What follows belongs to an exercise in optimizing a design on an open flow for small area and a short achievable clock period; a production flow would make more cautious choices. Function was not checked in any run shown here: the RTL went through the layout flow alone. Power and IR drop assume default switching activity.

==> flow/design.v, too long to show whole: its modules and the start of the top module <==
// module fa: 4 lines
// module ha: 4 lines
// module pg00: 4 lines
// module pg01: 4 lines
// module pg10: 4 lines
// module pg11: 4 lines
// module sx0: 3 lines
// module sx1: 3 lines
// module wallace_mult_top: 2834 lines
module wallace_mult_top (
	input  wire        clk,
	input  wire        sext_a,
	input  wire        sext_b,
	input  wire [31:0] a,
	input  wire [31:0] b,
	output wire [63:0] out
);
  // ...
==> flow/run.sh <==
#!/bin/bash
# synth_recipe.tcl (not shown) runs the flow's synth.tcl, then flattens the netlist and writes it again
# the make line also repeats each setting of config.mk as NAME=value (left out here)
make -C /OpenROAD-flow-scripts/flow DESIGN_CONFIG=/design/flow/config.mk WORK_HOME=/design/flow/orfs CLKGATE_MAP_FILE= SYNTH_SCRIPT=/design/flow/synth_recipe.tcl finish
==> flow/config.mk <==
export PLATFORM = sky130hd
export DESIGN_NAME = wallace_mult_top
export DESIGN_NICKNAME = wallace_mult_top
export VERILOG_FILES = /design/flow/design.v
export SDC_FILE = /design/flow/constraint.sdc
export NUM_CORES = 4
export LEC_CHECK = 0
export CAP_MARGIN = 20
export CORE_MARGIN = 2
export CORE_UTILIZATION = 40
export SETUP_SLACK_MARGIN = 4.0
export SLEW_MARGIN = 20
export SYNTH_HIERARCHICAL = 1
export SYNTH_MINIMUM_KEEP_SIZE = 0
==> flow/constraint.sdc <==
create_clock -name core_clock -period 8.5 [get_ports {clk}]
set_input_delay 1.7000 -clock core_clock [delete_from_list [all_inputs] [get_ports {clk}]]
set_output_delay 1.7000 -clock core_clock [all_outputs]
set_load 0.01 [all_outputs]
==> impl_metrics.py, run 1 <==
metrics = {
    "finish": {
        "reg_top3": "t_r x35, a_r x31",
        "dominant_cells": "multi-input gates",
        "layout.cells.most_common": "xnor2_1",
        "layout-drive-gt1-share_pct": 11.29,
        "postLayoutCoreUtil_pct": 43.67,
        "layout.clock.cell_area_share_pct": 3.036,
        "register_with_the_most_flip_flops": "t_r",
        "antenna_cells": 0,
    },
    "pwr": {
        "share_comb_of_total_power_pct": 77.4,
        "peakVddDrop_v": 0.0003304,
        "clk_pwr_uw": 1230,
    },
    "worst_setup_path": {
        "critical-path-max-stage-delay_ns": 0.56,
        "timing.setup.critical_path_class": "reg -> out",
        "cp.buffers_inverters": 5,
        "cp_data_arrival_time_ns": 2.81,
        "r2r-end": "s17_q",
        "count_of_cell_instances_traversed_by_the_critical_path": 10,
        "reg2reg_setup_slack_ns": 4.03,
        "cp-end-kind": "output pin",
        "critical-path-top-cell-by-count": "a21oi_4",
    },
    "grt": {
        "globalRouteOverflowTotal": 0,
        "gr-usage-met3_pct": 10.23,
        "grt_pass1_vias": 25040,
    },
    "timing": {
        "setup_repair_after_global_routing_missed_its_margin": "yes",
        "worst_pin_slew_ns": 1.207,
    },
    "clock_tree": {
        "postCtsSetupBuffers": 3,
        "cts_inserted_buffers": 27,
    },
    "route": {
        "met3_length_um": 14830,
    },
    "status": {
        "status": "no timing/DRC/antenna violations",
    },
}
==> inputs of run 2 (changes only) <==
--- a/flow/design.v
+++ b/flow/design.v
@@ -37,275 +37,18 @@
 	output wire [63:0] out
 );
 reg  [31:0] a_r;
 reg         ae_r;
 reg  [34:0] t_r;      
 reg  [10:0] one_r, two_r, three_r, four_r, neg_r;
 wire        ae_d = sext_a & a[31];
 wire [32:0] bx = {sext_b & b[31], b};
-wire t3_g1 = a[1] & a[0];
-wire t3_p1 = a[1] ^ a[0];
-wire t3_g2 = a[2] & a[1];
-wire t3_p2 = a[2] ^ a[1];
-wire t3_g3 = a[3] & a[2];
-wire t3_p3 = a[3] ^ a[2];
-wire t3_g4 = a[4] & a[3];
-wire t3_p4 = a[4] ^ a[3];
-wire t3_g5 = a[5] & a[4];
-wire t3_p5 = a[5] ^ a[4];
-wire t3_g6 = a[6] & a[5];
-wire t3_p6 = a[6] ^ a[5];
-wire t3_g7 = a[7] & a[6];
-wire t3_p7 = a[7] ^ a[6];
-wire t3_g8 = a[8] & a[7];
-wire t3_p8 = a[8] ^ a[7];
-wire t3_g9 = a[9] & a[8];
-wire t3_p9 = a[9] ^ a[8];
-wire t3_g10 = a[10] & a[9];
-wire t3_p10 = a[10] ^ a[9];
-wire t3_g11 = a[11] & a[10];
-wire t3_p11 = a[11] ^ a[10];
-wire t3_g12 = a[12] & a[11];
-wire t3_p12 = a[12] ^ a[11];
-wire t3_g13 = a[13] & a[12];
-wire t3_p13 = a[13] ^ a[12];
-wire t3_g14 = a[14] & a[13];
-wire t3_p14 = a[14] ^ a[13];
-wire t3_g15 = a[15] & a[14];
-wire t3_p15 = a[15] ^ a[14];
-wire t3_g16 = a[16] & a[15];
-wire t3_p16 = a[16] ^ a[15];
-wire t3_g17 = a[17] & a[16];
-wire t3_p17 = a[17] ^ a[16];
-wire t3_g18 = a[18] & a[17];
-wire t3_p18 = a[18] ^ a[17];
-wire t3_g19 = a[19] & a[18];
-wire t3_p19 = a[19] ^ a[18];
-wire t3_g20 = a[20] & a[19];
-wire t3_p20 = a[20] ^ a[19];
-wire t3_g21 = a[21] & a[20];
-wire t3_p21 = a[21] ^ a[20];
-wire t3_g22 = a[22] & a[21];
-wire t3_p22 = a[22] ^ a[21];
-wire t3_g23 = a[23] & a[22];
-wire t3_p23 = a[23] ^ a[22];
-wire t3_g24 = a[24] & a[23];
-wire t3_p24 = a[24] ^ a[23];
-wire t3_g25 = a[25] & a[24];
-wire t3_p25 = a[25] ^ a[24];
-wire t3_g26 = a[26] & a[25];
-wire t3_p26 = a[26] ^ a[25];
-wire t3_g27 = a[27] & a[26];
-wire t3_p27 = a[27] ^ a[26];
-wire t3_g28 = a[28] & a[27];
-wire t3_p28 = a[28] ^ a[27];
-wire t3_g29 = a[29] & a[28];
-wire t3_p29 = a[29] ^ a[28];
-wire t3_g30 = a[30] & a[29];
-wire t3_p30 = a[30] ^ a[29];
-wire t3_g31 = a[31] & a[30];
-wire t3_p31 = a[31] ^ a[30];
-wire t3_g32 = ae_d & a[31];
-wire t3_p32 = ae_d ^ a[31];
-wire t3_g33 = ae_d & ae_d;
-wire t3_p33 = ae_d ^ ae_d;
-wire t3_g34 = ae_d & ae_d;
-wire t3_p34 = ae_d ^ ae_d;
-wire t3_G1_1 = t3_g1;
-wire t3_P1_1 = t3_p1 & a[0];
-wire t3_G1_3, t3_P1_3;
-pg00 u_t3_G1_3 (.gi(t3_g3), .pi(t3_p3), .gj(t3_g2), .pj(t3_p2), .go(t3_G1_3), .po(t3_P1_3));
-wire t3_G1_5, t3_P1_5;
-pg00 u_t3_G1_5 (.gi(t3_g5), .pi(t3_p5), .gj(t3_g4), .pj(t3_p4), .go(t3_G1_5), .po(t3_P1_5));
-wire t3_G1_7, t3_P1_7;
-pg00 u_t3_G1_7 (.gi(t3_g7), .pi(t3_p7), .gj(t3_g6), .pj(t3_p6), .go(t3_G1_7), .po(t3_P1_7));
-wire t3_G1_9, t3_P1_9;
-pg00 u_t3_G1_9 (.gi(t3_g9), .pi(t3_p9), .gj(t3_g8), .pj(t3_p8), .go(t3_G1_9), .po(t3_P1_9));
-wire t3_G1_11, t3_P1_11;
-pg00 u_t3_G1_11 (.gi(t3_g11), .pi(t3_p11), .gj(t3_g10), .pj(t3_p10), .go(t3_G1_11), .po(t3_P1_11));
-wire t3_G1_13, t3_P1_13;
-pg00 u_t3_G1_13 (.gi(t3_g13), .pi(t3_p13), .gj(t3_g12), .pj(t3_p12), .go(t3_G1_13), .po(t3_P1_13));
-wire t3_G1_15, t3_P1_15;
-pg00 u_t3_G1_15 (.gi(t3_g15), .pi(t3_p15), .gj(t3_g14), .pj(t3_p14), .go(t3_G1_15), .po(t3_P1_15));
-wire t3_G1_17, t3_P1_17;
-pg00 u_t3_G1_17 (.gi(t3_g17), .pi(t3_p17), .gj(t3_g16), .pj(t3_p16), .go(t3_G1_17), .po(t3_P1_17));
-wire t3_G1_19, t3_P1_19;
-pg00 u_t3_G1_19 (.gi(t3_g19), .pi(t3_p19), .gj(t3_g18), .pj(t3_p18), .go(t3_G1_19), .po(t3_P1_19));
-wire t3_G1_21, t3_P1_21;
-pg00 u_t3_G1_21 (.gi(t3_g21), .pi(t3_p21), .gj(t3_g20), .pj(t3_p20), .go(t3_G1_21), .po(t3_P1_21));
-wire t3_G1_23, t3_P1_23;
-pg00 u_t3_G1_23 (.gi(t3_g23), .pi(t3_p23), .gj(t3_g22), .pj(t3_p22), .go(t3_G1_23), .po(t3_P1_23));
-wire t3_G1_25, t3_P1_25;
-pg00 u_t3_G1_25 (.gi(t3_g25), .pi(t3_p25), .gj(t3_g24), .pj(t3_p24), .go(t3_G1_25), .po(t3_P1_25));
-wire t3_G1_27, t3_P1_27;
-pg00 u_t3_G1_27 (.gi(t3_g27), .pi(t3_p27), .gj(t3_g26), .pj(t3_p26), .go(t3_G1_27), .po(t3_P1_27));
-wire t3_G1_29, t3_P1_29;
-pg00 u_t3_G1_29 (.gi(t3_g29), .pi(t3_p29), .gj(t3_g28), .pj(t3_p28), .go(t3_G1_29), .po(t3_P1_29));
-wire t3_G1_31, t3_P1_31;
-pg00 u_t3_G1_31 (.gi(t3_g31), .pi(t3_p31), .gj(t3_g30), .pj(t3_p30), .go(t3_G1_31), .po(t3_P1_31));
-wire t3_G1_33, t3_P1_33;
-pg00 u_t3_G1_33 (.gi(t3_g33), .pi(t3_p33), .gj(t3_g32), .pj(t3_p32), .go(t3_G1_33), .po(t3_P1_33));
-wire t3_G2_3, t3_P2_3;
-pg10 u_t3_G2_3 (.gi(t3_G1_3), .pi(t3_P1_3), .gj(t3_G1_1), .pj(t3_P1_1), .go(t3_G2_3), .po(t3_P2_3));
-wire t3_G2_7, t3_P2_7;
-pg11 u_t3_G2_7 (.gi(t3_G1_7), .pi(t3_P1_7), .gj(t3_G1_5), .pj(t3_P1_5), .go(t3_G2_7), .po(t3_P2_7));
-wire t3_G2_11, t3_P2_11;
-pg11 u_t3_G2_11 (.gi(t3_G1_11), .pi(t3_P1_11), .gj(t3_G1_9), .pj(t3_P1_9), .go(t3_G2_11), .po(t3_P2_11));
-wire t3_G2_15, t3_P2_15;
-pg11 u_t3_G2_15 (.gi(t3_G1_15), .pi(t3_P1_15), .gj(t3_G1_13), .pj(t3_P1_13), .go(t3_G2_15), .po(t3_P2_15));
-wire t3_G2_19, t3_P2_19;
-pg11 u_t3_G2_19 (.gi(t3_G1_19), .pi(t3_P1_19), .gj(t3_G1_17), .pj(t3_P1_17), .go(t3_G2_19), .po(t3_P2_19));
-wire t3_G2_23, t3_P2_23;
-pg11 u_t3_G2_23 (.gi(t3_G1_23), .pi(t3_P1_23), .gj(t3_G1_21), .pj(t3_P1_21), .go(t3_G2_23), .po(t3_P2_23));
-wire t3_G2_27, t3_P2_27;
-pg11 u_t3_G2_27 (.gi(t3_G1_27), .pi(t3_P1_27), .gj(t3_G1_25), .pj(t3_P1_25), .go(t3_G2_27), .po(t3_P2_27));
-wire t3_G2_31, t3_P2_31;
-pg11 u_t3_G2_31 (.gi(t3_G1_31), .pi(t3_P1_31), .gj(t3_G1_29), .pj(t3_P1_29), .go(t3_G2_31), .po(t3_P2_31));
-wire t3_G3_7, t3_P3_7;
-pg00 u_t3_G3_7 (.gi(t3_G2_7), .pi(t3_P2_7), .gj(t3_G2_3), .pj(t3_P2_3), .go(t3_G3_7), .po(t3_P3_7));
-wire t3_G3_15, t3_P3_15;
-pg00 u_t3_G3_15 (.gi(t3_G2_15), .pi(t3_P2_15), .gj(t3_G2_11), .pj(t3_P2_11), .go(t3_G3_15), .po(t3_P3_15));
-wire t3_G3_23, t3_P3_23;
-pg00 u_t3_G3_23 (.gi(t3_G2_23), .pi(t3_P2_23), .gj(t3_G2_19), .pj(t3_P2_19), .go(t3_G3_23), .po(t3_P3_23));
-wire t3_G3_31, t3_P3_31;
-pg00 u_t3_G3_31 (.gi(t3_G2_31), .pi(t3_P2_31), .gj(t3_G2_27), .pj(t3_P2_27), .go(t3_G3_31), .po(t3_P3_31));
-wire t3_G4_15, t3_P4_15;
-pg11 u_t3_G4_15 (.gi(t3_G3_15), .pi(t3_P3_15), .gj(t3_G3_7), .pj(t3_P3_7), .go(t3_G4_15), .po(t3_P4_15));
-wire t3_G4_31, t3_P4_31;
-pg11 u_t3_G4_31 (.gi(t3_G3_31), .pi(t3_P3_31), .gj(t3_G3_23), .pj(t3_P3_23), .go(t3_G4_31), .po(t3_P4_31));
-wire t3_G5_31, t3_P5_31;
-pg00 u_t3_G5_31 (.gi(t3_G4_31), .pi(t3_P4_31), .gj(t3_G4_15), .pj(t3_P4_15), .go(t3_G5_31), .po(t3_P5_31));
-wire t3_G8_23, t3_P8_23;
-pg10 u_t3_G8_23 (.gi(t3_G3_23), .pi(t3_P3_23), .gj(t3_G4_15), .pj(t3_P4_15), .go(t3_G8_23), .po(t3_P8_23));
-wire t3_G9_11, t3_P9_11;
-pg01 u_t3_G9_11 (.gi(t3_G2_11), .pi(t3_P2_11), .gj(t3_G3_7), .pj(t3_P3_7), .go(t3_G9_11), .po(t3_P9_11));
-wire t3_G9_19, t3_P9_19;
-pg00 u_t3_G9_19 (.gi(t3_G2_19), .pi(t3_P2_19), .gj(t3_G4_15), .pj(t3_P4_15), .go(t3_G9_19), .po(t3_P9_19));
-wire t3_G9_27, t3_P9_27;
-pg00 u_t3_G9_27 (.gi(t3_G2_27), .pi(t3_P2_27), .gj(t3_G8_23), .pj(t3_P8_23), .go(t3_G9_27), .po(t3_P9_27));
-wire t3_G10_5, t3_P10_5;
-pg10 u_t3_G10_5 (.gi(t3_G1_5), .pi(t3_P1_5), .gj(t3_G2_3), .pj(t3_P2_3), .go(t3_G10_5), .po(t3_P10_5));
-wire t3_G10_9, t3_P10_9;
-pg11 u_t3_G10_9 (.gi(t3_G1_9), .pi(t3_P1_9), .gj(t3_G3_7), .pj(t3_P3_7), .go(t3_G10_9), .po(t3_P10_9));
-wire t3_G10_13, t3_P10_13;
-pg11 u_t3_G10_13 (.gi(t3_G1_13), .pi(t3_P1_13), .gj(t3_G9_11), .pj(t3_P9_11), .go(t3_G10_13), .po(t3_P10_13));
-wire t3_G10_17, t3_P10_17;
-pg10 u_t3_G10_17 (.gi(t3_G1_17), .pi(t3_P1_17), .gj(t3_G4_15), .pj(t3_P4_15), .go(t3_G10_17), .po(t3_P10_17));
-wire t3_G10_21, t3_P10_21;
-pg11 u_t3_G10_21 (.gi(t3_G1_21), .pi(t3_P1_21), .gj(t3_G9_19), .pj(t3_P9_19), .go(t3_G10_21), .po(t3_P10_21));
-wire t3_G10_25, t3_P10_25;
-pg10 u_t3_G10_25 (.gi(t3_G1_25), .pi(t3_P1_25), .gj(t3_G8_23), .pj(t3_P8_23), .go(t3_G10_25), .po(t3_P10_25));
-wire t3_G10_29, t3_P10_29;
-pg11 u_t3_G10_29 (.gi(t3_G1_29), .pi(t3_P1_29), .gj(t3_G9_27), .pj(t3_P9_27), .go(t3_G10_29), .po(t3_P10_29));
-wire t3_G10_33, t3_P10_33;
-pg11 u_t3_G10_33 (.gi(t3_G1_33), .pi(t3_P1_33), .gj(t3_G5_31), .pj(t3_P5_31), .go(t3_G10_33), .po(t3_P10_33));
-wire t3_G11_2, t3_P11_2;
-pg00 u_t3_G11_2 (.gi(t3_g2), .pi(t3_p2), .gj(t3_G1_1), .pj(t3_P1_1), .go(t3_G11_2), .po(t3_P11_2));
-wire t3_G11_4, t3_P11_4;
-pg00 u_t3_G11_4 (.gi(t3_g4), .pi(t3_p4), .gj(t3_G2_3), .pj(t3_P2_3), .go(t3_G11_4), .po(t3_P11_4));
-wire t3_G11_6, t3_P11_6;
-pg00 u_t3_G11_6 (.gi(t3_g6), .pi(t3_p6), .gj(t3_G10_5), .pj(t3_P10_5), .go(t3_G11_6), .po(t3_P11_6));
-wire t3_G11_8, t3_P11_8;
-pg01 u_t3_G11_8 (.gi(t3_g8), .pi(t3_p8), .gj(t3_G3_7), .pj(t3_P3_7), .go(t3_G11_8), .po(t3_P11_8));
-wire t3_G11_10, t3_P11_10;
-pg00 u_t3_G11_10 (.gi(t3_g10), .pi(t3_p10), .gj(t3_G10_9), .pj(t3_P10_9), .go(t3_G11_10), .po(t3_P11_10));
-wire t3_G11_12, t3_P11_12;
-pg01 u_t3_G11_12 (.gi(t3_g12), .pi(t3_p12), .gj(t3_G9_11), .pj(t3_P9_11), .go(t3_G11_12), .po(t3_P11_12));
-wire t3_G11_14, t3_P11_14;
-pg00 u_t3_G11_14 (.gi(t3_g14), .pi(t3_p14), .gj(t3_G10_13), .pj(t3_P10_13), .go(t3_G11_14), .po(t3_P11_14));
-wire t3_G11_16, t3_P11_16;
-pg00 u_t3_G11_16 (.gi(t3_g16), .pi(t3_p16), .gj(t3_G4_15), .pj(t3_P4_15), .go(t3_G11_16), .po(t3_P11_16));
-wire t3_G11_18, t3_P11_18;
-pg00 u_t3_G11_18 (.gi(t3_g18), .pi(t3_p18), .gj(t3_G10_17), .pj(t3_P10_17), .go(t3_G11_18), .po(t3_P11_18));
-wire t3_G11_20, t3_P11_20;
-pg01 u_t3_G11_20 (.gi(t3_g20), .pi(t3_p20), .gj(t3_G9_19), .pj(t3_P9_19), .go(t3_G11_20), .po(t3_P11_20));
-wire t3_G11_22, t3_P11_22;
-pg00 u_t3_G11_22 (.gi(t3_g22), .pi(t3_p22), .gj(t3_G10_21), .pj(t3_P10_21), .go(t3_G11_22), .po(t3_P11_22));
-wire t3_G11_24, t3_P11_24;
-pg00 u_t3_G11_24 (.gi(t3_g24), .pi(t3_p24), .gj(t3_G8_23), .pj(t3_P8_23), .go(t3_G11_24), .po(t3_P11_24));
-wire t3_G11_26, t3_P11_26;
-pg00 u_t3_G11_26 (.gi(t3_g26), .pi(t3_p26), .gj(t3_G10_25), .pj(t3_P10_25), .go(t3_G11_26), .po(t3_P11_26));
-wire t3_G11_28, t3_P11_28;
-pg01 u_t3_G11_28 (.gi(t3_g28), .pi(t3_p28), .gj(t3_G9_27), .pj(t3_P9_27), .go(t3_G11_28), .po(t3_P11_28));
-wire t3_G11_30, t3_P11_30;
-pg00 u_t3_G11_30 (.gi(t3_g30), .pi(t3_p30), .gj(t3_G10_29), .pj(t3_P10_29), .go(t3_G11_30), .po(t3_P11_30));
-wire t3_G11_32, t3_P11_32;
-pg01 u_t3_G11_32 (.gi(t3_g32), .pi(t3_p32), .gj(t3_G5_31), .pj(t3_P5_31), .go(t3_G11_32), .po(t3_P11_32));
-wire t3_G11_34, t3_P11_34;
-pg00 u_t3_G11_34 (.gi(t3_g34), .pi(t3_p34), .gj(t3_G10_33), .pj(t3_P10_33), .go(t3_G11_34), .po(t3_P11_34));
-wire t3_s0 = a[0];
-wire t3_s1 = t3_p1;
-wire t3_s2;
-sx0 u_t3_s2 (.p(t3_p2), .g(t3_G1_1), .s(t3_s2));
-wire t3_s3;
-sx1 u_t3_s3 (.p(t3_p3), .g(t3_G11_2), .s(t3_s3));
-wire t3_s4;
-sx0 u_t3_s4 (.p(t3_p4), .g(t3_G2_3), .s(t3_s4));
-wire t3_s5;
-sx1 u_t3_s5 (.p(t3_p5), .g(t3_G11_4), .s(t3_s5));
-wire t3_s6;
-sx0 u_t3_s6 (.p(t3_p6), .g(t3_G10_5), .s(t3_s6));
-wire t3_s7;
-sx1 u_t3_s7 (.p(t3_p7), .g(t3_G11_6), .s(t3_s7));
-wire t3_s8;
-sx1 u_t3_s8 (.p(t3_p8), .g(t3_G3_7), .s(t3_s8));
-wire t3_s9;
-sx1 u_t3_s9 (.p(t3_p9), .g(t3_G11_8), .s(t3_s9));
-wire t3_s10;
-sx0 u_t3_s10 (.p(t3_p10), .g(t3_G10_9), .s(t3_s10));
-wire t3_s11;
-sx1 u_t3_s11 (.p(t3_p11), .g(t3_G11_10), .s(t3_s11));
-wire t3_s12;
-sx1 u_t3_s12 (.p(t3_p12), .g(t3_G9_11), .s(t3_s12));
-wire t3_s13;
-sx1 u_t3_s13 (.p(t3_p13), .g(t3_G11_12), .s(t3_s13));
-wire t3_s14;
-sx0 u_t3_s14 (.p(t3_p14), .g(t3_G10_13), .s(t3_s14));
-wire t3_s15;
-sx1 u_t3_s15 (.p(t3_p15), .g(t3_G11_14), .s(t3_s15));
-wire t3_s16;
-sx0 u_t3_s16 (.p(t3_p16), .g(t3_G4_15), .s(t3_s16));
-wire t3_s17;
-sx1 u_t3_s17 (.p(t3_p17), .g(t3_G11_16), .s(t3_s17));
-wire t3_s18;
-sx0 u_t3_s18 (.p(t3_p18), .g(t3_G10_17), .s(t3_s18));
-wire t3_s19;
-sx1 u_t3_s19 (.p(t3_p19), .g(t3_G11_18), .s(t3_s19));
-wire t3_s20;
-sx1 u_t3_s20 (.p(t3_p20), .g(t3_G9_19), .s(t3_s20));
-wire t3_s21;
-sx1 u_t3_s21 (.p(t3_p21), .g(t3_G11_20), .s(t3_s21));
-wire t3_s22;
-sx0 u_t3_s22 (.p(t3_p22), .g(t3_G10_21), .s(t3_s22));
-wire t3_s23;
-sx1 u_t3_s23 (.p(t3_p23), .g(t3_G11_22), .s(t3_s23));
-wire t3_s24;
-sx0 u_t3_s24 (.p(t3_p24), .g(t3_G8_23), .s(t3_s24));
-wire t3_s25;
-sx1 u_t3_s25 (.p(t3_p25), .g(t3_G11_24), .s(t3_s25));
-wire t3_s26;
-sx0 u_t3_s26 (.p(t3_p26), .g(t3_G10_25), .s(t3_s26));
-wire t3_s27;
-sx1 u_t3_s27 (.p(t3_p27), .g(t3_G11_26), .s(t3_s27));
-wire t3_s28;
-sx1 u_t3_s28 (.p(t3_p28), .g(t3_G9_27), .s(t3_s28));
-wire t3_s29;
-sx1 u_t3_s29 (.p(t3_p29), .g(t3_G11_28), .s(t3_s29));
-wire t3_s30;
-sx0 u_t3_s30 (.p(t3_p30), .g(t3_G10_29), .s(t3_s30));
-wire t3_s31;
-sx1 u_t3_s31 (.p(t3_p31), .g(t3_G11_30), .s(t3_s31));
-wire t3_s32;
-sx1 u_t3_s32 (.p(t3_p32), .g(t3_G5_31), .s(t3_s32));
-wire t3_s33;
-sx1 u_t3_s33 (.p(t3_p33), .g(t3_G11_32), .s(t3_s33));
-wire t3_s34;
-sx0 u_t3_s34 (.p(t3_p34), .g(t3_G10_33), .s(t3_s34));
-wire [34:0] t_d = {t3_s34, t3_s33, t3_s32, t3_s31, t3_s30, t3_s29, t3_s28, t3_s27, t3_s26, t3_s25, t3_s24, t3_s23, t3_s22, t3_s21, t3_s20, t3_s19, t3_s18, t3_s17, t3_s16, t3_s15, t3_s14, t3_s13, t3_s12, t3_s11, t3_s10, t3_s9, t3_s8, t3_s7, t3_s6, t3_s5, t3_s4, t3_s3, t3_s2, t3_s1, t3_s0};
+wire [34:0] t3_sum = {ae_d, ae_d, ae_d, a[31], a[30], a[29], a[28], a[27], a[26], a[25], a[24], a[23], a[22], a[21], a[20], a[19], a[18], a[17], a[16], a[15], a[14], a[13], a[12], a[11], a[10], a[9], a[8], a[7], a[6], a[5], a[4], a[3], a[2], a[1], a[0]} + {ae_d, ae_d, a[31], a[30], a[29], a[28], a[27], a[26], a[25], a[24], a[23], a[22], a[21], a[20], a[19], a[18], a[17], a[16], a[15], a[14], a[13], a[12], a[11], a[10], a[9], a[8], a[7], a[6], a[5], a[4], a[3], a[2], a[1], a[0], 1'b0};
+wire [34:0] t_d = {t3_sum[34], t3_sum[33], t3_sum[32], t3_sum[31], t3_sum[30], t3_sum[29], t3_sum[28], t3_sum[27], t3_sum[26], t3_sum[25], t3_sum[24], t3_sum[23], t3_sum[22], t3_sum[21], t3_sum[20], t3_sum[19], t3_sum[18], t3_sum[17], t3_sum[16], t3_sum[15], t3_sum[14], t3_sum[13], t3_sum[12], t3_sum[11], t3_sum[10], t3_sum[9], t3_sum[8], t3_sum[7], t3_sum[6], t3_sum[5], t3_sum[4], t3_sum[3], t3_sum[2], t3_sum[1], t3_sum[0]};
 integer i;
 reg [10:0] one_d, two_d, three_d, four_d, neg_d;
 reg        b2, b1, b0, bm;
 reg  [2:0] m;
 always @ (*) begin
 	for (i = 0; i < 11; i = i + 1) begin
 		b2 = bx[3 * i + 2];
 		b1 = bx[3 * i + 1];
@@ -2183,17 +1926,153 @@
 fa u_s56_282 (.a(c55_181), .b(s56_229), .c(c55_228), .s(s56_282), .co(c56_282));
 fa u_s57_283 (.a(hs57_48), .b(s57_230), .c(c56_229), .s(s57_283), .co(c57_283));
 fa u_s58_284 (.a(hs58_49), .b(c57_230), .c(s58_231), .s(s58_284), .co(c58_284));
 fa u_s59_285 (.a(hc58_49), .b(hs59_53), .c(c58_231), .s(s59_285), .co(c59_285));
 fa u_s60_286 (.a(k60), .b(hc59_53), .c(hs60_54), .s(s60_286), .co(c60_286));
 fa u_s61_287 (.a(pp9_33), .b(hc60_54), .c(hs61_55), .s(s61_287), .co(c61_287));
 ha u_hs62_59 (.a(k62), .b(hc61_55), .s(hs62_59), .c(hc62_59));
 ha u_hs63_60 (.a(pp10_32), .b(k63), .s(hs63_60), .c(hc63_60));
-wire [18:0] lo_sum = {c16_242, c15_241, c14_240, c13_239, c12_238, c11_237, c10_236, c9_235, c8_234, c7_233, c6_232, hc5_58, hc4_57, hc3_56, hs3_56, pp0_2, pp0_1, neg_r[0]} + {s17_243, s16_242, s15_241, s14_240, s13_239, s12_238, s11_237, s10_236, s9_235, s8_234, s7_233, s6_232, hs5_58, hs4_57, pp1_0, 1'b0, 1'b0, pp0_0};
+wire lo_g0 = neg_r[0] & pp0_0;
+wire lo_p0 = neg_r[0] ^ pp0_0;
+wire lo_g3 = hs3_56 & pp1_0;
+wire lo_p3 = hs3_56 ^ pp1_0;
+wire lo_g4 = hc3_56 & hs4_57;
+wire lo_p4 = hc3_56 ^ hs4_57;
+wire lo_g5 = hc4_57 & hs5_58;
+wire lo_p5 = hc4_57 ^ hs5_58;
+wire lo_g6 = hc5_58 & s6_232;
+wire lo_p6 = hc5_58 ^ s6_232;
+wire lo_g7 = c6_232 & s7_233;
+wire lo_p7 = c6_232 ^ s7_233;
+wire lo_g8 = c7_233 & s8_234;
+wire lo_p8 = c7_233 ^ s8_234;
+wire lo_g9 = c8_234 & s9_235;
+wire lo_p9 = c8_234 ^ s9_235;
+wire lo_g10 = c9_235 & s10_236;
+wire lo_p10 = c9_235 ^ s10_236;
+wire lo_g11 = c10_236 & s11_237;
+wire lo_p11 = c10_236 ^ s11_237;
+wire lo_g12 = c11_237 & s12_238;
+wire lo_p12 = c11_237 ^ s12_238;
+wire lo_g13 = c12_238 & s13_239;
+wire lo_p13 = c12_238 ^ s13_239;
+wire lo_g14 = c13_239 & s14_240;
+wire lo_p14 = c13_239 ^ s14_240;
+wire lo_g15 = c14_240 & s15_241;
+wire lo_p15 = c14_240 ^ s15_241;
+wire lo_g16 = c15_241 & s16_242;
+wire lo_p16 = c15_241 ^ s16_242;
+wire lo_g17 = c16_242 & s17_243;
+wire lo_p17 = c16_242 ^ s17_243;
+wire lo_G1_1 = pp0_1 & lo_g0;
+wire lo_P1_1 = pp0_1 & lo_p0;
+wire lo_G1_3 = lo_g3;
+wire lo_P1_3 = lo_p3 & pp0_2;
+wire lo_G1_5, lo_P1_5;
+pg00 u_lo_G1_5 (.gi(lo_g5), .pi(lo_p5), .gj(lo_g4), .pj(lo_p4), .go(lo_G1_5), .po(lo_P1_5));
+wire lo_G1_7, lo_P1_7;
+pg00 u_lo_G1_7 (.gi(lo_g7), .pi(lo_p7), .gj(lo_g6), .pj(lo_p6), .go(lo_G1_7), .po(lo_P1_7));
+wire lo_G1_9, lo_P1_9;
+pg00 u_lo_G1_9 (.gi(lo_g9), .pi(lo_p9), .gj(lo_g8), .pj(lo_p8), .go(lo_G1_9), .po(lo_P1_9));
+wire lo_G1_11, lo_P1_11;
+pg00 u_lo_G1_11 (.gi(lo_g11), .pi(lo_p11), .gj(lo_g10), .pj(lo_p10), .go(lo_G1_11), .po(lo_P1_11));
+wire lo_G1_13, lo_P1_13;
+pg00 u_lo_G1_13 (.gi(lo_g13), .pi(lo_p13), .gj(lo_g12), .pj(lo_p12), .go(lo_G1_13), .po(lo_P1_13));
+wire lo_G1_15, lo_P1_15;
+pg00 u_lo_G1_15 (.gi(lo_g15), .pi(lo_p15), .gj(lo_g14), .pj(lo_p14), .go(lo_G1_15), .po(lo_P1_15));
+wire lo_G1_17, lo_P1_17;
+pg00 u_lo_G1_17 (.gi(lo_g17), .pi(lo_p17), .gj(lo_g16), .pj(lo_p16), .go(lo_G1_17), .po(lo_P1_17));
+wire lo_G2_2 = pp0_2 & lo_G1_1;
+wire lo_P2_2 = pp0_2 & lo_P1_1;
+wire lo_G2_3, lo_P2_3;
+pg00 u_lo_G2_3 (.gi(lo_G1_3), .pi(lo_P1_3), .gj(lo_G1_1), .pj(lo_P1_1), .go(lo_G2_3), .po(lo_P2_3));
+wire lo_G2_6, lo_P2_6;
+pg01 u_lo_G2_6 (.gi(lo_g6), .pi(lo_p6), .gj(lo_G1_5), .pj(lo_P1_5), .go(lo_G2_6), .po(lo_P2_6));
+wire lo_G2_7, lo_P2_7;
+pg11 u_lo_G2_7 (.gi(lo_G1_7), .pi(lo_P1_7), .gj(lo_G1_5), .pj(lo_P1_5), .go(lo_G2_7), .po(lo_P2_7));
+wire lo_G2_10, lo_P2_10;
+pg01 u_lo_G2_10 (.gi(lo_g10), .pi(lo_p10), .gj(lo_G1_9), .pj(lo_P1_9), .go(lo_G2_10), .po(lo_P2_10));
+wire lo_G2_11, lo_P2_11;
+pg11 u_lo_G2_11 (.gi(lo_G1_11), .pi(lo_P1_11), .gj(lo_G1_9), .pj(lo_P1_9), .go(lo_G2_11), .po(lo_P2_11));
+wire lo_G2_14, lo_P2_14;
+pg01 u_lo_G2_14 (.gi(lo_g14), .pi(lo_p14), .gj(lo_G1_13), .pj(lo_P1_13), .go(lo_G2_14), .po(lo_P2_14));
+wire lo_G2_15, lo_P2_15;
+pg11 u_lo_G2_15 (.gi(lo_G1_15), .pi(lo_P1_15), .gj(lo_G1_13), .pj(lo_P1_13), .go(lo_G2_15), .po(lo_P2_15));
+wire lo_G3_4, lo_P3_4;
+pg01 u_lo_G3_4 (.gi(lo_g4), .pi(lo_p4), .gj(lo_G2_3), .pj(lo_P2_3), .go(lo_G3_4), .po(lo_P3_4));
+wire lo_G3_5, lo_P3_5;
+pg11 u_lo_G3_5 (.gi(lo_G1_5), .pi(lo_P1_5), .gj(lo_G2_3), .pj(lo_P2_3), .go(lo_G3_5), .po(lo_P3_5));
+wire lo_G3_6, lo_P3_6;
+pg11 u_lo_G3_6 (.gi(lo_G2_6), .pi(lo_P2_6), .gj(lo_G2_3), .pj(lo_P2_3), .go(lo_G3_6), .po(lo_P3_6));
+wire lo_G3_7, lo_P3_7;
+pg01 u_lo_G3_7 (.gi(lo_G2_7), .pi(lo_P2_7), .gj(lo_G2_3), .pj(lo_P2_3), .go(lo_G3_7), .po(lo_P3_7));
+wire lo_G3_12, lo_P3_12;
+pg00 u_lo_G3_12 (.gi(lo_g12), .pi(lo_p12), .gj(lo_G2_11), .pj(lo_P2_11), .go(lo_G3_12), .po(lo_P3_12));
+wire lo_G3_13, lo_P3_13;
+pg10 u_lo_G3_13 (.gi(lo_G1_13), .pi(lo_P1_13), .gj(lo_G2_11), .pj(lo_P2_11), .go(lo_G3_13), .po(lo_P3_13));
+wire lo_G3_14, lo_P3_14;
+pg10 u_lo_G3_14 (.gi(lo_G2_14), .pi(lo_P2_14), .gj(lo_G2_11), .pj(lo_P2_11), .go(lo_G3_14), .po(lo_P3_14));
+wire lo_G3_15, lo_P3_15;
+pg00 u_lo_G3_15 (.gi(lo_G2_15), .pi(lo_P2_15), .gj(lo_G2_11), .pj(lo_P2_11), .go(lo_G3_15), .po(lo_P3_15));
+wire lo_G4_8, lo_P4_8;
+pg01 u_lo_G4_8 (.gi(lo_g8), .pi(lo_p8), .gj(lo_G3_7), .pj(lo_P3_7), .go(lo_G4_8), .po(lo_P4_8));
+wire lo_G4_9, lo_P4_9;
+pg11 u_lo_G4_9 (.gi(lo_G1_9), .pi(lo_P1_9), .gj(lo_G3_7), .pj(lo_P3_7), .go(lo_G4_9), .po(lo_P4_9));
+wire lo_G4_10, lo_P4_10;
+pg11 u_lo_G4_10 (.gi(lo_G2_10), .pi(lo_P2_10), .gj(lo_G3_7), .pj(lo_P3_7), .go(lo_G4_10), .po(lo_P4_10));
+wire lo_G4_11, lo_P4_11;
+pg01 u_lo_G4_11 (.gi(lo_G2_11), .pi(lo_P2_11), .gj(lo_G3_7), .pj(lo_P3_7), .go(lo_G4_11), .po(lo_P4_11));
+wire lo_G4_12, lo_P4_12;
+pg11 u_lo_G4_12 (.gi(lo_G3_12), .pi(lo_P3_12), .gj(lo_G3_7), .pj(lo_P3_7), .go(lo_G4_12), .po(lo_P4_12));
+wire lo_G4_13, lo_P4_13;
+pg01 u_lo_G4_13 (.gi(lo_G3_13), .pi(lo_P3_13), .gj(lo_G3_7), .pj(lo_P3_7), .go(lo_G4_13), .po(lo_P4_13));
+wire lo_G4_14, lo_P4_14;
+pg01 u_lo_G4_14 (.gi(lo_G3_14), .pi(lo_P3_14), .gj(lo_G3_7), .pj(lo_P3_7), .go(lo_G4_14), .po(lo_P4_14));
+wire lo_G4_15, lo_P4_15;
+pg11 u_lo_G4_15 (.gi(lo_G3_15), .pi(lo_P3_15), .gj(lo_G3_7), .pj(lo_P3_7), .go(lo_G4_15), .po(lo_P4_15));
+wire lo_G5_16, lo_P5_16;
+pg00 u_lo_G5_16 (.gi(lo_g16), .pi(lo_p16), .gj(lo_G4_15), .pj(lo_P4_15), .go(lo_G5_16), .po(lo_P5_16));
+wire lo_G5_17, lo_P5_17;
+pg10 u_lo_G5_17 (.gi(lo_G1_17), .pi(lo_P1_17), .gj(lo_G4_15), .pj(lo_P4_15), .go(lo_G5_17), .po(lo_P5_17));
+wire lo_s0 = lo_p0;
+wire lo_s1;
+sx0 u_lo_s1 (.p(pp0_1), .g(lo_g0), .s(lo_s1));
+wire lo_s2;
+sx0 u_lo_s2 (.p(pp0_2), .g(lo_G1_1), .s(lo_s2));
+wire lo_s3;
+sx0 u_lo_s3 (.p(lo_p3), .g(lo_G2_2), .s(lo_s3));
+wire lo_s4;
+sx1 u_lo_s4 (.p(lo_p4), .g(lo_G2_3), .s(lo_s4));
+wire lo_s5;
+sx1 u_lo_s5 (.p(lo_p5), .g(lo_G3_4), .s(lo_s5));
+wire lo_s6;
+sx0 u_lo_s6 (.p(lo_p6), .g(lo_G3_5), .s(lo_s6));
+wire lo_s7;
+sx0 u_lo_s7 (.p(lo_p7), .g(lo_G3_6), .s(lo_s7));
+wire lo_s8;
+sx1 u_lo_s8 (.p(lo_p8), .g(lo_G3_7), .s(lo_s8));
+wire lo_s9;
+sx1 u_lo_s9 (.p(lo_p9), .g(lo_G4_8), .s(lo_s9));
+wire lo_s10;
+sx0 u_lo_s10 (.p(lo_p10), .g(lo_G4_9), .s(lo_s10));
+wire lo_s11;
+sx0 u_lo_s11 (.p(lo_p11), .g(lo_G4_10), .s(lo_s11));
+wire lo_s12;
+sx1 u_lo_s12 (.p(lo_p12), .g(lo_G4_11), .s(lo_s12));
+wire lo_s13;
+sx0 u_lo_s13 (.p(lo_p13), .g(lo_G4_12), .s(lo_s13));
+wire lo_s14;
+sx1 u_lo_s14 (.p(lo_p14), .g(lo_G4_13), .s(lo_s14));
+wire lo_s15;
+sx1 u_lo_s15 (.p(lo_p15), .g(lo_G4_14), .s(lo_s15));
+wire lo_s16;
+sx0 u_lo_s16 (.p(lo_p16), .g(lo_G4_15), .s(lo_s16));
+wire lo_s17;
+sx1 u_lo_s17 (.p(lo_p17), .g(lo_G5_16), .s(lo_s17));
 wire gm18, pm18;
 ha u_gp18 (.a(c17_243), .b(s18_244), .s(pm18), .c(gm18));
 wire gm19, pm19;
 ha u_gp19 (.a(c18_244), .b(s19_245), .s(pm19), .c(gm19));
 wire gm20, pm20;
 ha u_gp20 (.a(c19_245), .b(s20_246), .s(pm20), .c(gm20));
 wire gm21, pm21;
 ha u_gp21 (.a(c20_246), .b(s21_247), .s(pm21), .c(gm21));
@@ -2388,35 +2267,35 @@
 reg p60_q;
 reg g61_q;
 reg p61_q;
 reg g62_q;
 reg p62_q;
 reg g63_q;
 reg p63_q;
 always @ (posedge clk) begin
-	s0_q <= lo_sum[0];
-	s1_q <= lo_sum[1];
-	s2_q <= lo_sum[2];
-	s3_q <= lo_sum[3];
-	s4_q <= lo_sum[4];
-	s5_q <= lo_sum[5];
-	s6_q <= lo_sum[6];
-	s7_q <= lo_sum[7];
-	s8_q <= lo_sum[8];
-	s9_q <= lo_sum[9];
-	s10_q <= lo_sum[10];
-	s11_q <= lo_sum[11];
-	s12_q <= lo_sum[12];
-	s13_q <= lo_sum[13];
-	s14_q <= lo_sum[14];
-	s15_q <= lo_sum[15];
-	s16_q <= lo_sum[16];
-	s17_q <= lo_sum[17];
-	cK_q <= lo_sum[18];
+	s0_q <= lo_s0;
+	s1_q <= lo_s1;
+	s2_q <= lo_s2;
+	s3_q <= lo_s3;
+	s4_q <= lo_s4;
+	s5_q <= lo_s5;
+	s6_q <= lo_s6;
+	s7_q <= lo_s7;
+	s8_q <= lo_s8;
+	s9_q <= lo_s9;
+	s10_q <= lo_s10;
+	s11_q <= lo_s11;
+	s12_q <= lo_s12;
+	s13_q <= lo_s13;
+	s14_q <= lo_s14;
+	s15_q <= lo_s15;
+	s16_q <= lo_s16;
+	s17_q <= lo_s17;
+	cK_q <= lo_G5_17;
 	g18_q <= gm18;
 	p18_q <= pm18;
 	g19_q <= gm19;
 	p19_q <= pm19;
 	g20_q <= gm20;
 	p20_q <= pm20;
 	g21_q <= gm21;
 	p21_q <= pm21;
==> run 2 against run 1 <==
Register-to-register slack improved by 0.03 ns. Total power fell by 3.1%. Critical path depth fell by 1. Design area rose by 0.40%. Worst setup slack improved by 0.067 ns. Core utilization barely moved. Via count rose by 3.2%. Wire length rose by 2.8%. First-iteration DRC count fell by 4.9%. Global-route usage rose by 0.74 points. Synthesized cell count rose by 1.7%. Flip-flop and latch count fell by 1. Critical endpoint is now p37_q. Largest cell class unchanged.
==> impl_metrics.py, run 2 <==
metrics = {
    "pwr": {
        "net-switching-power_uw": 7608,
        "peakVddDrop_v": 0.0002933,
        "sw_frac_of_total_pct": 47.83,
        "pwr-share-seq_pct": 14.6,
        "static-leakage-power_uw": 0.01202,
        "share_comb_of_total_power_pct": 77.7,
        "cellPowerDensity_nw_per_um2": 509.1,
        "internal_power_uw": 8297,
        "share_clk_of_total_power_pct": 7.6,
    },
    "grt": {
        "global_router_s_overall_resource_usage_pct": 28.12,
        "grt_use_met2_pct": 42.99,
        "grt.busiest_layer": "met2",
        "grt_use_met1_pct": 36.33,
        "gr-usage-met3_pct": 9.507,
        "globalRouteOverflowTotal": 0,
        "grt_max_degree": 37,
        "grt_antenna_before_repair": 2,
        "grt_pass1_vias": 26150,
        "global_route_wire_length_before_repair_um": 162200,
    },
    "timing": {
        "timing_hold_violations_final": 0,
        "max-slew-margin-rel_pct": 22.25,
        "worst_pin_slew_ns": 1.165,
        "setup_total_negative_slack_ns": 0,
        "slew_viol_final": 0,
        "setup_viol": 0,
        "finalWorstPathRequiredPeriod_ns": 4.442,
        "timing.final.crit_share_pct": 52.26,
        "clock_skew_ns": 0.02997,
        "setup_repair_after_global_routing_missed_its_margin": "yes",
        "clock.fmax_mhz": 225.1,
    },
    "run": {
        "max-cap-violations": 0,
    },
    "worst_setup_path": {
        "critical-path-top-delay-family": "adder cells",
        "timing.critical_path.required_ns": 8.95,
        "reg2reg_setup_slack_ns": 4.06,
        "r2r-end": "p37_q",
        "slowest_stage": "dfxtp_1",
        "worstSetupStartpointType": "flip-flop",
        "cp_cell_sequence": "a22o_1 > a221oi_1 > xnor2_1 > fa_1 > fa_1 > fa_1 > fa_1 > fa_1 > ha_1",
        "timing.reg2reg.worst_path_depth": 9,
        "critical-path-max-stage-delay_ns": 1.04,
        "timing.setup.critical_path_class": "reg -> reg",
        "r2r-start": "t_r[20]",
        "cp-end-kind": "flip-flop",
        "critical_path.max_fanout": 11,
        "critical-path-top-cell-by-count": "fa_1",
        "cp_data_arrival_time_ns": 4.89,
        "cp.buffers_inverters": 0,
        "count_of_cell_instances_traversed_by_the_critical_path": 9,
    },
    "floorplan": {
        "effective_utilization_at_floorplan_pct": 40.36,
        "floorplan.die.width_um": 272.6,
        "fp-row-count": 98,
        "num_io_pins": 131,
        "die_area_um2": 74290,
        "core_region_area_um2": 71490,
        "die_height_um": 272.6,
    },
    "place": {
        "placed_cells_incl_taps": 3755,
        "place.detailed.hpwl_um": 69030,
        "place.port_buffers": 130,
        "rd_place_congestion": 0.9337,
        "post_dp_cell_area_um2": 30150,
    },
    "clock_tree": {
        "clk_transition_reported_paths_ns": 0.06,
        "h-tree-depth": 1,
        "ctsRootBufferMaster": "clkbuf_16",
        "cts_hold_buffers": 0,
        "cts_tree": "done",
        "clock_sink_count": 231,
        "cts_buffer_depth": 3,
        "cts_inserted_buffers": 26,
        "worst_skew_pair.late_latency_ns": 0.59,
    },
    "finish": {
        "fin_cells": 3815,
        "layout-area-overhead-vs-synth_pct": 8.279,
        "postLayoutCoreUtil_pct": 43.70,
        "register_with_the_most_flip_flops": "t_r",
        "design_area_um2": 31240,
        "reg_top3": "t_r x34, a_r x31",
        "design.final.nets": 3385,
        "layout-drive-gt1-share_pct": 10.06,
        "layout.cells.most_common_list": "xnor2_1, a22o_1, a221oi_1",
        "layout.cells.most_common": "xnor2_1",
        "largest_reg_flops": 34,
    },
    "route": {
        "count_of_nets_left_with_antenna_violations_after_detail_routing": 0,
        "avgRoutedWirePerCell_um": 28.00,
        "post_drt_via_cell_ratio": 6.763,
        "detailroute.via_count": 25800,
        "firstDrtPassIters": 8,
        "drt-total-wl_um": 106800,
        "drc": 0,
        "initialDrtViolationCount": 3485,
    },
    "hold_path": {
        "worstHoldStart": "neg_r[0]",
        "min_delay_worst_endpoint": "s0_q",
        "whs_path_depth": 2,
        "hold_path.class": "reg -> reg",
    },
    "logic_synthesis": {
        "syn-cell-area_um2": 28850,
        "syn-mean-instance-area_um2": 9.540,
        "yosysWarnings": 7,
        "synthesis.instances": 3024,
    },
    "status": {
        "status": "no timing/DRC/antenna violations",
    },
}
-- run 2: worst register-to-register path: cells and delay by family, from the launching register on --
family / cells / cell delay (ns)
xor+xnor: 1 / 0.34
compound gates: 2 / 0.32
flops: 1 / 1.04
fa+ha+maj: 6 / 2.60
-- run 2: what timing repair did --
action                                  in CTS  in global routing
endpoints found under the setup margin      39                 29
pin swaps                                    5                  7
setup buffers                                7                  4
gates resized for setup                     45                 53
-- run 2: routing by layer --
layer | wire length [um] | share of wire (%) | up-vias
li1 | - | - | 10680
met1 | 41380 | 39 | 12740
met2 | 46070 | 43 | 1939
met3 | 14470 | 14 | 441
met4 | 4885 | 4.6 | 2
met5 | 16 | 0.015 | -
-- run 2: cell type report --
cell class | instances | area [um2]
Fill cell | 6793 | 40250
Multi-Input combinational cell | 2274 | 22140
Sequential cell | 231 | 4691
Timing Repair Buffer | 222 | 1946
Tap cell | 950 | 1189
Clock buffer | 36 | 738.2
Inverter | 89 | 341.6
Clock inverter | 12 | 190.2
Antenna cell | 1 | 2.502
-- run 2: worst max path at each step --
stage                     endpoint      from  slack, ns
after global placement     out[53]     p18_q       3.50
after global routing       out[60]      cK_q       3.95
after CTS                  out[59]     p18_q       3.88
after detailed placement   out[60]     p18_q       3.39
after floorplan              p35_q  neg_r[4]       4.55
final                        p37_q   t_r[20]       4.06
-- run 2: power by group through the flow --
stage                     sequential (uW)  combinational, uW  clock [uW]
after floorplan                      2020               9150           0
after global placement               2300              12300           0
after detailed placement             2310              12500           0
after CTS                            2280              12600        1250
after global routing                 2340              14300        1300
final                                2330              12400        1220
-- run 2: metrics by stage --
step	power, uW	hold WS [ns]	worst slack [ns]
2_1_floorplan	11160	0.5478	4.549
3_3_place_gp	14580	0.9257	3.497
3_5_place_dp	14780	0.9333	3.392
4_1_cts	16100	0.9420	3.878
5_1_grt	17900	0.9679	3.946
6_report	15900	0.9333	4.058
==> inputs of run 3 (changes only) <==
--- a/flow/config.mk
+++ b/flow/config.mk
@@ -8,7 +8,7 @@
 export CAP_MARGIN = 20
 export CORE_MARGIN = 2
 export CORE_UTILIZATION = 40
-export SETUP_SLACK_MARGIN = 4.0
+export SETUP_SLACK_MARGIN = 4.4
 export SLEW_MARGIN = 20
 export SYNTH_HIERARCHICAL = 1
 export SYNTH_MINIMUM_KEEP_SIZE = 0
==> run 3 against run 2 <==
Sequential power about the same. Largest cell class unchanged. Combinational power barely moved. Synthesized area unchanged. Still clean.
==> impl_metrics.py, run 3 <==
metrics = {
    "place": {
        "place.detailed.hpwl_um": 69030,
        "place.port_buffers": 130,
        "rd_place_congestion": 0.9337,
    },
    "worst_setup_path": {
        "cp_data_arrival_time_ns": 2.65,
        "critical_path_source": "p18_q",
        "timing.critical_path.required_ns": 6.80,
        "timing.setup.critical_path_class": "reg -> out",
        "critical-path-max-stage-delay_ns": 0.33,
        "timing.reg2reg.worst_path_depth": 10,
        "cp.buffers_inverters": 5,
        "setup.worst_path.end": "out[55]",
        "cp_cell_sequence": "a21oi_4 > o21a_1 > inv_2 > a21oi_4 > o21a_4 > inv_8 > a21oi_4 > buf_6 > inv_8 > a21o_1 > xor2_1 > buf_2",
        "r2r-start": "four_r[5]",
        "r2r-end": "p37_q",
        "reg2reg_setup_slack_ns": 4.41,
        "critical-path-top-delay-family": "compound AO/OA/AOI/OAI gates",
        "critical_path.max_fanout": 8,
        "slowest_stage": "dfxtp_2",
        "worstSetupStartpointType": "flip-flop",
        "critical-path-top-cell-by-count": "a21oi_4",
        "cp-end-kind": "output pin",
        "count_of_cell_instances_traversed_by_the_critical_path": 12,
    },
    "pwr": {
        "cellPowerDensity_nw_per_um2": 503.3,
        "static-leakage-power_uw": 0.01232,
        "peakVddDrop_v": 0.0002937,
        "finalPower_uw": 16150,
    },
    "logic_synthesis": {
        "syn-mean-instance-area_um2": 9.540,
        "syn-cell-area_um2": 28850,
        "synthesis.instances": 3024,
        "yosysWarnings": 7,
    },
    "clock_tree": {
        "clk_transition_reported_paths_ns": 0.06,
        "worst_skew_pair.late_latency_ns": 0.59,
        "clock_sink_count": 231,
        "cts_hold_buffers": 0,
        "cts_buffer_depth": 3,
        "cts_tree": "done",
        "cts_inserted_buffers": 26,
        "ctsRootBufferMaster": "clkbuf_16",
        "h-tree-depth": 1,
    },
    "route": {
        "met3_length_um": 14510,
        "avgRoutedWirePerCell_um": 28.31,
        "count_of_nets_left_with_antenna_violations_after_detail_routing": 0,
        "drc": 0,
        "m1WireLength_um": 41910,
        "post_drt_via_cell_ratio": 6.740,
        "initialDrtViolationCount": 3631,
        "highest_layer": "met5",
        "detailroute.via_count": 25890,
        "drt-total-wl_um": 108700,
        "met2_wirelength_um": 46580,
        "firstDrtPassIters": 9,
    },
    "floorplan": {
        "effective_utilization_at_floorplan_pct": 40.36,
        "fp-row-count": 98,
        "num_io_pins": 131,
        "die_area_um2": 74290,
        "core_region_area_um2": 71490,
        "die_height_um": 272.6,
        "floorplan.die.width_um": 272.6,
    },
    "timing": {
        "setup_repair_after_global_routing_missed_its_margin": "yes",
        "finalWorstPathRequiredPeriod_ns": 4.348,
        "clock_skew_ns": 0.03010,
        "max-slew-margin-rel_pct": 39.67,
        "worst_pin_slew_ns": 0.9037,
        "clock.fmax_mhz": 230.0,
        "timing.final.crit_share_pct": 51.16,
        "slew_viol_final": 0,
        "timing_hold_violations_final": 0,
        "setup_viol": 0,
        "setup_total_negative_slack_ns": 0,
    },
    "grt": {
        "global_route_wire_length_before_repair_um": 162800,
        "globalRouteOverflowTotal": 0,
        "global_router_s_overall_resource_usage_pct": 28.24,
        "grt_pass1_vias": 26220,
        "grt_max_degree": 37,
        "grt_antenna_before_repair": 0,
    },
    "hold_path": {
        "whs_path_depth": 2,
        "hold_path.class": "reg -> reg",
        "worstHoldStart": "neg_r[0]",
    },
    "finish": {
        "antenna_cells": 0,
        "design.final.nets": 3412,
        "layout-drive-gt1-share_pct": 15.08,
        "largest_reg_flops": 34,
        "layout.cells.most_common_list": "xnor2_1, a22o_1, a221oi_1",
        "reg_top3": "t_r x34, a_r x31",
        "layout.cells.most_common": "xnor2_1",
        "layout-area-overhead-vs-synth_pct": 11.25,
        "register_with_the_most_flip_flops": "t_r",
    },
    "run": {
        "max-cap-violations": 0,
    },
    "status": {
        "status": "no timing/DRC/antenna violations",
    },
}
run 3: worst register-to-register path: stages (launching register included):
cell	delay (ns)
dfxtp_2	0.32
buf_6	0.18
a22o_1	0.37
a221oi_2	0.22
xnor2_1	0.15
fa_1	0.61
fa_2	0.46
fa_1	0.41
fa_1	0.43
fa_1	0.50
ha_1	0.29
run 3: area by class of cell:
type	instances	area, um2
clock inverters	12	190.2
inverters	89	352.8
clock buffers	36	738.2
repair buffers	249	2306
multi-input cells	2274	22550
fillers	6748	39390
flip-flops and latches	231	4770
well taps	950	1189
run 3: per-stage QoR:
stage / area, um2 / util (%) / worst slack, ns / hold WS [ns] / std cells
finish: 32100 / 44.90 / 4.152 / 0.9396 / 3841
global route: 32100 / 44.90 / 4.014 / 0.9654 / 3841
CTS: 31260 / 43.72 / 4.117 / 0.9420 / 3816
detailed placement: 30150 / 42.18 / 3.392 / 0.9333 / 3755
global placement: 30150 / 42.18 / 3.497 / 0.9257 / 3755
floorplan: 28850 / - / 4.549 / 0.5478 / 3024
run 3: worst min path at each step:
stage	slack, ns	to
after global placement	0.93	s0_q
after global routing	0.97	s0_q
after CTS	0.94	s0_q
after floorplan	0.55	s0_q
final	0.94	s0_q
after detailed placement	0.93	s0_q
run 3: where the power goes:
group	leakage, uW	total (uW)	internal [uW]	switching (uW)
combinational	0.00992	12600	5840	6770
sequential	0.00195	2330	1810	516
clock	0.000448	1220	731	486
total	0.0123	16200	8390	7770
run 3: per-layer routing:
layer	vias up	global-route usage [%]
li1	10740	-
met4	2	11.87
met1	12740	36.50
met5	-	0
met2	1901	42.90
met3	497	9.683
run 3: timing repair:
item	in CTS	in global routing
gates resized for setup	206	177
buffers inserted	13	25
pin swaps	19	40
endpoints found under the setup margin	62	78

==> what the ideal ports hide <==
The flow's constraints put no driver on any port. The routed layouts listed below were extracted and timed again, unchanged, in two steps.
Step 1, drivers: a clkbuf_16 drives clk and a buf_2 each remaining input, both assumed.
Step 2 also shifts input and output timing later by t, the mid clock arrival at the registers, as if the neighbouring blocks saw the same clock.
Three values: ideal ports, drivers, drivers and shift; two values: the first two.
run | t (ns) | slack for setup (ns) | slew at the worst register clock pin (ns)
run 1 | 0.647 | 3.991 / 3.935 / 3.658 | 0.08 / 0.08
run 2 | 0.638 | 4.058 / 4.058 / 3.751 | 0.07 / 0.07
run 3 | 0.643 | 4.152 / 4.088 / 3.854 | 0.07 / 0.07
After both steps every run listed still meets setup and hold. The setup slack of run 1, which loses most, moves by -0.056 ns with the drivers and by -0.333 ns with both steps.
